This design comes from an exercise in tuning for small area, a short achievable clock period and few clock cycles on the open sky130 flow, not from production work.
Only simulation tests tie the RTL to the original design; equivalence was not proved.

## flow/design.v (module list and top-level ports; edited modules follow where they fit)
// module alu: 1695 lines
// module fa_cell: 4 lines
// module ha_cell: 4 lines
// module bsel_cell: 3 lines
module alu #(
    parameter INST_W = 4,
    parameter INT_W  = 6,
    parameter FRAC_W = 10,
    parameter DATA_W = INT_W + FRAC_W
)(
    input                      i_clk,
    input                      i_rst_n,
    input                      i_in_valid,
    output                     o_busy,
    input         [INST_W-1:0] i_inst,
    input  signed [DATA_W-1:0] i_data_a,
    input  signed [DATA_W-1:0] i_data_b,
    output                     o_out_valid,
    output        [DATA_W-1:0] o_data
);
  // ...
==> flow/run.sh <==
#!/bin/bash
# synth_recipe.tcl (not shown) runs the flow's synth.tcl, then flattens the netlist and writes it again
# the make line also repeats each setting of config.mk as NAME=value (left out here)
make -C /OpenROAD-flow-scripts/flow DESIGN_CONFIG=/design/flow/config.mk WORK_HOME=/design/flow/orfs CLKGATE_MAP_FILE= SYNTH_SCRIPT=/design/flow/synth_recipe.tcl finish
==> flow/config.mk <==
export PLATFORM = sky130hd
export DESIGN_NAME = alu
export DESIGN_NICKNAME = alu
export VERILOG_FILES = /design/flow/design.v
export SDC_FILE = /design/flow/constraint.sdc
export NUM_CORES = 4
export LEC_CHECK = 0
export CAP_MARGIN = 20
export CORE_MARGIN = 2
export CORE_UTILIZATION = 40
export SLEW_MARGIN = 20
export SYNTH_HIERARCHICAL = 1
==> flow/constraint.sdc <==
create_clock -name core_clock -period 36.0 [get_ports {i_clk}]
set_input_delay 7.2000 -clock core_clock [delete_from_list [all_inputs] [get_ports {i_clk}]]
set_output_delay 7.2000 -clock core_clock [all_outputs]
set_load 0.01 [all_outputs]
==> flow_summary.ini, run 1 <==
[run_status]
status = complete, no violations

[clock_network]
cts_inserted_buffers = 52
htree_num_levels = 2

[global_route]
grt_remaining_overflow = 0
grt_first_pass_wirelength_mm = 246
grt_pass1_vias = 39200
groute.usage.overall_pct = 26.1

[layout]
nonClockInverterCount = 162
fillers = 11300
clock_cell_area_share_pct = 3.28
largestClassByArea = multi-input combinational cells
nets = 5364

[critical_path]
endpoint_kind = flop
worstPathMaxFanout = 48
cp_num_buf_inv = 2
arrival_ns = 9.60
setup.worst_path.start = s1_fresh
cp_common_cell = fa_1

[detailed_routing]
drt_iter0_drc = 3883
viasPerCell = 6.13

[hold_path]
worstHoldEndpoint = out_d[9]
hold_depth = 2

[floorplanning]
coreArea_sq_um = 118000

[timing]
finalHoldViolCount = 0
tightest_slew_ns = 1.29
holdWs_ns = 0.435

[placement]
io_buffers = 56

[yosys]
netlist.area_leader.share_pct = 17.9
ys_seq_area_share_pct = 22.7

[run]
cap_violations = 0
Testbench counts, summed over its fixed seeds: cycles 7,105.
==> run 2, diff against run 1 <==
==> flow/flow/run.sh (new file) <==
#!/bin/bash
# Standard synthesis, then the standard layout steps with a larger setup
# margin for repair_timing and plain buffers on the ports. Each step's make
# output goes to its own log file here.
set -euo pipefail
bash standard.sh synth > flow_synth.log 2>&1
bash standard.sh SETUP_SLACK_MARGIN=28 "BUFFER_PORTS_ARGS=-buffer_cell sky130_fd_sc_hd__buf_2" finish > flow_layout.log 2>&1
==> flow/standard.sh (new file) <==
#!/bin/bash
# synth_recipe.tcl (not shown) runs the flow's synth.tcl, then flattens the netlist and writes it again
# the make line also repeats each setting of config.mk as NAME=value (left out here)
make -C /OpenROAD-flow-scripts/flow DESIGN_CONFIG=/design/flow/config.mk WORK_HOME=/design/flow/orfs CLKGATE_MAP_FILE= SYNTH_SCRIPT=/design/flow/synth_recipe.tcl "${@:-finish}"
--- a/flow/config.mk
+++ b/flow/config.mk
@@ -9,3 +9,3 @@
 export CORE_MARGIN = 2
-export CORE_UTILIZATION = 40
+export CORE_UTILIZATION = 50
 export SLEW_MARGIN = 20
removed: flow/run.sh
==> run 2 against run 1 <==
  * Still clean on timing, DRC and antenna
  * Clock-buffer cell count is 1 lower
  * Cell count is 4.3% lower
  * Sequential share of layout area increased by 0.14 points
  * Global-route usage up 6.2 points
  * Wire length decreased by 0.70%
  * Utilization grew 11 points
  * Non-clock buffer count down 1
  * Hold slack better by 0.0024 ns
==> flow_summary.ini, run 2 <==
[layout]
drive_above_1_share_pct = 19.6
top_regs = M: 112 flops, Q: 112 flops, G: 67 flops
finalNonFillerCells = 5987
final_common_cell = xnor2_1
final_cell_mix = xnor2_1 (587), a22oi_2 (481), fa_1 (428), a21oi_1 (286), nand2_1 (245)
syn_to_final_growth_pct = 8.88
nets = 5363
final_util_pct = 54.9

[timing]
finalHoldViolCount = 0
final.setup.tns_ns = 0
post-route-min-period_ns = 8.32
skew_ns = 0.0422
setup_ws_ns = 27.68
setup_viol = 0
fmax_ghz = 0.120
slew_headroom_pct = 24.5
tightest_slew_ns = 1.13
drv_slew = 0
rsz0062_at_grt = yes
holdWs_ns = 0.437
period_share_pct = 23.1

[hold_path]
min_path_type = flop to flop
hold_depth = 0

[yosys]
netlist_top_cells_count = xnor2_1 (587), a22oi_2 (480), fa_1 (428), a21oi_1 (286), nand2_1 (247)
ys_async_sr_fraction_pct = 14.0
yosysMostFrequentCell = xnor2_1
yosys.area.top_type = fa_1
yosysUniqueCellTypes = 95
synth_warnings = 7
syn_avg_cell_area_sq_um = 10.3
synth_ff_type = dfxtp_1
synth_seq_cells = 450
synth-edff-count = 152
synth_area_leaders = fa_1 (18%), a22oi_2 (13%), xnor2_1 (11%)
netlist_instances = 4656
synth_area_sq_um = 47800
ys_seq_area_share_pct = 22.7
netlist.area_leader.share_pct = 17.9

[detailed_routing]
antenna_left = 0
vias = 38300
drc = 0
dr.pass1.iters = 6
routedWlPerCell_microns = 26.7
drt-total-wl_mm = 160
drt_iter0_drc = 3641
viasPerCell = 6.40

[critical_path]
worstPathMaxFanout = 1
max_stage_delay_ns = 0.35
cp_top_family = flip-flops
cp_data_required_time_ns = 28.80
crit_path_start_kind = flop
reg2regPathDepth = 20
endpoint_kind = output port
cp_num_buf_inv = 1
cp_slowest_cell = dfrtp_1
cp_cell_sequence = buf_2
cp_num_cells = 1
crit_type = flop to output port
arrival_ns = 1.12

[clock_network]
cts_tree = built
numClockSinks = 450
clockBufferDepth = 3
cts_hold_buf = 0
clk_pin_slew_ns = 0.06
clock_latency_ns = 0.64
root_buffer = clkbuf_16
cts_inserted_buffers = 52
htree_num_levels = 2

[floorplanning]
coreArea_sq_um = 94900
ioPinCount = 57
start_util_pct = 50.4
die_x_microns = 313
dieArea_sq_um = 98100
die_h_microns = 313
rows = 113

[placement]
dp_slack_ns = 27.62
hpwlAfterDp_mm = 113
gp_congestion = 0.979
io_buffers = 56
place_inst = 5885

[global_route]
antenna_found_initial = 3
grt_pass1_vias = 38300
grt_first_pass_wirelength_mm = 244
grt_max_degree = 103
grt.met1_usage_pct = 46.1
grt.busiest_layer = met2
use_met2_pct = 49.7
grt_remaining_overflow = 0
groute.usage.overall_pct = 32.3
gr-usage-met3_pct = 6.82

[run]
cap_violations = 0

[run_status]
status = complete, no violations
run 2: cell types whose count changed in the layout (fill, tap and decap cells not counted), sizes merged:
cell	change
bufinv	+2
inv	-1
diode	+1
buf	+54
clkdlybuf4s50	-55
clkbuf	-1
run 2: through the flow:
step	instance area (sq um)
2_1_floorplan	47800
4_1_cts	51800
5_1_grt	52000
3_3_place_gp	49900
6_report	52100
3_5_place_dp	50000
run 2: what timing repair did:
| action | CTS | global route |
|---|---|---|
| pin swaps | 0 | 0 |
| setup endpoints to repair | 31 | 30 |
| setup buffers | 0 | 1 |
| gates resized for setup | 4 | 26 |
run 2: cell families after synthesis:
logic type | Yosys count | synth area share [%]
buffers and inverters | 389 | 3.15
DFF | 450 | 22.7
xor gates and xnor gates | 651 | 11.9
and+or+nand+nor | 912 | 9.37
AOI/OAI and AO/OA | 1427 | 25.2
adders and majority gates | 648 | 23.7
other | 1 | 0.00784
muxes | 178 | 4.01
run 2: layout make-up:
class	instances	area, sq um
clock inverter	25	314
timing repair buffer	186	1320
tap	1265	1580
multi-input combinational	3824	35800
clock buffer	73	1550
fill	8494	42800
antenna	2	5.00
inverter	162	608
sequential	450	10900
run 2: metal layers:
layer | routed length, microns | up-vias
li1 | - | 17000
met1 | 70300 | 19300
met2 | 71400 | 1737
met3 | 14200 | 261
met4 | 4080 | 4
met5 | 23 | -
run 2: modules after synthesis, one instance, submodules excluded:
| module | flops+latches | times used | cells inside |
|---|---|---|---|
| ha_cell | 0 | 66 | 1 |
| fa_cell | 0 | 414 | 1 |
| alu | 450 | 1 | 3216 |
| bsel_cell | 0 | 480 | 2 |
run 2: worst register-to-register path, cell delays in order, from the launching register on:
cell and delay, ns:
dfrtp_4 0.64, nand2_2 0.17, buf_12 0.30, o21ai_2 0.51, a22oi_2 0.28, xnor2_1 0.11
fa_1 0.57, fa_1 0.53, fa_1 0.52, fa_1 0.54, fa_1 0.50, ha_1 0.39
a21oi_1 0.31, o21ai_0 0.15, a21o_1 0.19, a21o_1 0.16, a21o_1 0.19, a221o_1 0.36
a31oi_2 0.47, mux2_2 0.40, a2111oi_0 0.39
run 2: final timing paths:
kind / to / slack, ns / startpoint
setup / recovery: o_busy / 27.68 / busy
hold / removal: M[86] / 0.44 / M[102]
setup reg to reg: G[51] / 28.19 / s1_fresh
hold reg to reg: M[86] / 0.44 / M[102]
max in group asynchronous: s1_fresh / 28.52 / i_rst_n
min in group asynchronous: busy / 6.70 / i_rst_n

## separate check: timing with driven ports
The flow's constraints put no driver on any port. The routed layouts listed below were extracted and timed again, unchanged, in two steps. Step 1 sets driving cells, clkbuf_16 on the clock port and buf_2 on the other inputs (assumed; they add their load-dependent delay and slew). Step 2, shift: input delay + t, output delay - t, t = (earliest + latest rising clock arrival at the registers) / 2. This alone moves slack from input paths to output paths. Three values: ideal, step 1, step 2; two values: the first two.
| run | shift t [ns] | setup WS [ns] | worst register clock-pin slew, ns |
|---|---|---|---|
| run 1 | 0.703 | 26.961 / 26.961 / 26.961 | 0.07 / 0.07 |
| run 2 | 0.688 | 27.681 / 27.613 / 27.872 | 0.07 / 0.07 |
After both steps every run listed still meets setup and hold. Setup slack includes reset recovery checks.
